Background: an optimization exercise with open tools, aiming at small area. Do not read the settings as production practice. Function was checked by simulation only, so behaviour that the tests miss may differ from the original. Power is estimated from default activity; no workload was simulated.

==> flow/design.v, too long to show whole: its modules and the start of the top module <==
// module butterfly: 72 lines
// module fa: 4 lines
// module ha: 4 lines
// module delay: 17 lines
// module MulComplex: 3547 lines
// module sdf4: 32 lines
// module FFT: 28 lines
module FFT #(parameter N = 64,
             parameter WIDTH = 16)
            (input clk,
             input rst,
             input enable_in,
             input signed [WIDTH-1:0] in_re,
             input signed [WIDTH-1:0] in_im,
             output enable_out,
             output signed [WIDTH-1:0] out_re,
             output signed [WIDTH-1:0] out_im);
  // ...
==> flow/run.sh <==
#!/bin/bash
# synth_recipe.tcl (not shown) runs the flow's synth.tcl, then flattens the netlist and writes it again
# the make line also repeats each setting of config.mk as NAME=value (left out here)
make -C /OpenROAD-flow-scripts/flow DESIGN_CONFIG=/design/flow/config.mk WORK_HOME=/design/flow/orfs CLKGATE_MAP_FILE= SYNTH_SCRIPT=/design/flow/synth_recipe.tcl finish
==> flow/config.mk <==
export PLATFORM = sky130hd
export DESIGN_NAME = FFT
export DESIGN_NICKNAME = FFT
export VERILOG_FILES = /design/flow/design.v
export SDC_FILE = /design/flow/constraint.sdc
export NUM_CORES = 4
export LEC_CHECK = 0
export CAP_MARGIN = 20
export CORE_MARGIN = 2
export CORE_UTILIZATION = 40
export CTS_BUF_LIST = sky130_fd_sc_hd__clkbuf_4 sky130_fd_sc_hd__clkbuf_8
export CTS_CLUSTER_SIZE = 30
export SLEW_MARGIN = 20
==> flow/constraint.sdc <==
create_clock -name core_clock -period 10.0 [get_ports {clk}]
set_input_delay 2.0000 -clock core_clock [delete_from_list [all_inputs] [get_ports {clk}]]
set_output_delay 2.0000 -clock core_clock [all_outputs]
set_load 0.01 [all_outputs]
==> results.txt, run 1 <==
multiplexer share of the synthesized area=0.0170; combinational share of power=0.042; Yosys top cell by area=dfxtp_1; Clock net power=8.44 mW; met3 Use GR=0.0362; cell type taking the most area=multi-input gates; Worst setup SP type=flop; area grow syn2layout=11.9%; count leader, synth=dfxtp_1; Mapped Area=0.110 mm2; placed instance area=0.115 mm2; Worst Tran Pin Value=1220 ps; Post-synth top cells=dfxtp_1, inv_1, fa_1; Hold Path Stages=0; final instance area=0.123 mm2; status=finished clean; Max Fclk=106 MHz; Multi-input comb cells=5295; global-route usage over all layers=0.211; GR peak layer=met2; DR pass1 iterations=8; Primary FF master, synth=dfxtp_1; syn_nets=11400; Cell Rows=192; GR Util met1=0.258; HP Class=reg2reg; most frequent cells in the layout=dfxtp_1, inv_1, fa_1; Pleak=50.3 nW; inverter count=1538; DR WL met3=20400 um; setup TNS=0 ps; antenna violations before repair=8; Initial Util=0.402; NonClk Buf Share=0.0264; DIE WIDTH=528 um; CP bufs+invs=11; #FFs+latches synth=2442; compound-gate portion of the synthesized area=0.101; internal power=15.2 mW; multi-input combinational area share=0.428; Post-CTS Resized=0; number of global-route vias before repair=75700; nets=11500; clock share of power=0.433; Finish-stage setup viols=0
==> inputs of run 2 (changes only) <==
==> flow/config.mk (replaced) <==
export PLATFORM = sky130hd
export DESIGN_NAME = FFT
export DESIGN_NICKNAME = FFT
export VERILOG_FILES = /design/flow/design.v
export SDC_FILE = /design/flow/constraint.sdc
export NUM_CORES = 4
export LEC_CHECK = 0
export CAP_MARGIN = 20
export CORE_MARGIN = 2
export CORE_UTILIZATION = 60
export CTS_BUF_LIST = sky130_fd_sc_hd__clkbuf_8
export CTS_CLUSTER_SIZE = 24
export SLEW_MARGIN = 20
==> run 2 against run 1 <==
  * Still clean on timing, DRC and antenna
  * Non-clock buffer count fell by 39
  * Combinational power barely moved
  * Via count barely moved
  * Utilization rose by 21 points
  * Register-to-register slack improved by 110 ps
  * Synthesized cell count did not move
  * Highest routed layer unchanged
==> results.txt, run 2 <==
max reg flops=1024; Reg2Reg Depth=38; Power, Total=18.9 mW; dpl cells=12000; Routed Antenna Nets=0; Max Fclk=105 MHz (-1.4%); most frequent cells in the layout=dfxtp_1, inv_1, fa_1; DR pass1 iterations=7 (-1); CP Cell Sequence=clkdlybuf4s50_1 -> inv_1 -> fa_1 -> fa_1 -> fa_1 -> fa_1 -> fa_1 -> fa_1 -> fa_1 -> fa_1 -> fa_1 -> fa_1 -> fa_1 -> fa_1 -> fa_1 -> fa_1 -> inv_1 -> fa_1 -> fa_1 -> xnor2_1 -> xnor2_1 -> o21ai_0 -> a22oi_1; Post-Syn Instances=9940; total wire length=283000 um; RR Endpoint=u_s1.g_mul.u_mul.g64.im_2_0$_DFF_P_; via count=70400; Critical-path top delay cell=clkdlybuf4s50_1; worst r2r src=u_s1.u_bf2.cnt_out[2]$_SDFF_PN0_; #FFs+latches synth=2442 (unchanged); Worst Path Max Fanout=2; global-route usage over all layers=0.309 (+0.0979); first-pass GRT wire length=437000 um; max-slew violations=0; synth top area cells=dfxtp_1, fa_1, inv_1; Post-synth EDFFs=0; Seq/Total Area, Yosys=0.445; count leader, synth=dfxtp_1; Yosys top cell by area=dfxtp_1; Primary FF master, synth=dfxtp_1; # IOs=68; largest net degree at the start of global routing=116; Avg Cell Area, Syn=11.1 um2; dpl hpwl=196000 um; min-delay src=u_s1.u_bf1.u_delay.buffer[17][17]$_DFF_P_; syn_nets=11400 (unchanged); CTS tree=yes; CTS max path bufs=4; max_cap viols=0; Worst Tran Pin Value=1180 ps (-41.0 ps); Post-synth top cells=dfxtp_1, inv_1, fa_1; number of global-route vias before repair=74100 (-2.1%); register area=0.0489 mm2; Worst EP arrival=10470 ps; critical path's largest stage delay=590 ps; nets=11400 (-0.35%); R2R Setup Slk=710 ps; Hold Path Stages=0 (unchanged); Synth top area share=0.445; antenna violations before repair=8 (unchanged); critical path type=in2reg; WP data required=10940 ps; Post-CTS Resized=0 (unchanged); Iteration-0 DRC Markers=6496; Final Util=0.660; Pleak=50.1 nW (-0.48%); Mapped Area=0.110 mm2 (unchanged); Placer Congestion=0.955; Biggest register=u_s1.u_bf1.u_delay.buffer; status=finished clean; Finish-stage setup viols=0 (unchanged); cell mode on critical path=fa_1; Worst Skew=89.1 ps; layout cells sized above 1=0.0902; area grow syn2layout=9.58%; fill count=14200; Worst setup SP type=primary input; DIE WIDTH=432 um (-18%); post-CTS setup buffer count=0; die area=0.187 mm2; critical path endpoint category=flop; post-layout instance count excluding filler cells=12700; CORE AREA=0.182 mm2; Pwr Density=157 mW/mm2; Hold Vio Cnt, Final=0; Cell Rows=157 (-18%); HP Class=reg2reg; Slew headroom=0.211; Min Clock Period, post-route=9530 ps; clock edge transition at the registers on the reported setup and hold paths=60 ps; grt ovf=0; cts bufs inserted=365; Synth cell types=96; peak supply drop=0.200 mV; unrepaired setup endpoints after global routing=no; fin crit share=0.953; Vias/cell=5.56; multi-input logic area=0.0526 mm2; WL/cell=22.4 um; Ys Warns=21; hold buffers post-CTS=0; level count of the clock H-tree=5; Hold Path Sink=u_s1.u_bf1.u_delay.buffer[18][17]$_DFF_P_; commonest non-fill, non-tap cell in the layout=dfxtp_1; Residual DRC=0; Num Clock Sinks=2442; Die H=432 um; PortBufs=67; root buffer cell=clkbuf_8; clock latency on the worst-skew pair=1100 ps; FFs w/ async S/R, synth=0; top flop regs=u_s1.u_bf1.u_delay.buffer x1024, u_s1.u_bf2.u_delay.buffer x512, u_s2.u_bf1.u_delay.buffer x256; Initial Util=0.602 (+0.201)
-- run 2: cell counts after synthesis --
Identical to the previous run, type by type.
-- run 2: worst max-delay path by stage --
stage,slack (ps),cells after the start,start,to
global route,100,23,in_im[1],u_s1.u_bf1.u_delay.buffer[0][31]$_DFF_P_
CTS,510,23,in_im[0],u_s1.u_bf1.u_delay.buffer[0][31]$_DFF_P_
finish,470,23,in_im[1],u_s1.u_bf1.u_delay.buffer[0][31]$_DFF_P_
global placement,-540,23,in_im[0],u_s1.u_bf1.u_delay.buffer[0][31]$_DFF_P_
detailed placement,-590,23,in_im[0],u_s1.u_bf1.u_delay.buffer[0][31]$_DFF_P_
floorplan,480,22,in_im[1],u_s1.u_bf1.u_delay.buffer[0][31]$_DFF_P_
-- run 2: metrics by stage --
step | TNS (ps) | setup slack, ps | hold slack [ps] | cell area [um2]
after floorplan | 0 | 483 | 310 | 110000
after global placement | -1510 | -539 | 310 | 113000
after detailed placement | -1680 | -590 | 312 | 113000
after CTS | 0 | 508 | 244 | 120000
after global routing | 0 | 103 | 258 | 120000
final | 0 | 470 | 255 | 120000
-- run 2: cell type report --
type                    count  area share
clock buffers             441      0.0504
clock inverters           186     0.00920
well taps                2385      0.0248
repair buffers            363      0.0244
multi-input cells        5295       0.437
diodes                     10    0.000208
flip-flops and latches   2442       0.406
inverters                1538      0.0480
-- run 2: worst max-delay path, delay by kind of cell --
kind | cells | cell delay, ps
compound gates | 2 | 310
xor+xnor | 2 | 390
fa+ha+maj | 16 | 6980
buf+inv | 3 | 760
-- run 2: kinds of logic after synthesis --
family                   count (synthesis)  share of synthesized area
XOR/XNOR                               720                     0.0574
buffers and inverters                 2203                     0.0777
AND/OR/NAND/NOR                       1276                     0.0533
adder cells (fa/ha/maj)               1406                      0.249
AO/OA/AOI/OAI                         1708                      0.101
multiplexers                           185                     0.0170
flip-flops                            2442                      0.445
-- run 2: power breakdown --
part | internal (mW) | leakage (nW) | switching, mW | total, mW
combinational | 0.333 | 25.6 | 0.482 | 0.815
clock | 4.24 | 4.14 | 3.57 | 7.81
sequential | 10.1 | 20.3 | 0.135 | 10.2
total | 14.7 | 50.1 | 4.19 | 18.9
-- run 2: per-layer routing --
layer,global-route usage,share of wire,wire (um)
met1,0.396,0.39,112000
met2,0.491,0.46,131000
met3,0.0713,0.087,24700
met4,0.160,0.057,16300
met5,0,0.00019,54

afterwards: timing with drivers on the ports:
The flow's constraints put no driver on any port. The routed layouts listed below were extracted and timed again, unchanged, in two steps. Step 1 assumes that a clkbuf_16 drives the clock port and a buf_2 every other input. Step 2 times the ports against the registers' clock, not the clock port: input delays grow and output delays shrink by t, the midpoint of the rising clock arrivals with the driver on. Three values: ideal ports, drivers, drivers and shift; two values: the first two.
run | t (ns) | slack for setup (ns) | worst setup path after step 2 | cell pins on the clock port's net
run 1 | 1.050 | 0.601 / 0.601 / -0.382 | input to register | 1
run 2 | 1.099 | 0.470 / 0.521 / -0.578 | input to register | 1
With both steps, setup timing fails in run 1 and run 2, where it was met with ideal ports. The setup slack of run 2, which loses most, moves by +0.051 ns with the drivers and by -1.048 ns with both steps.
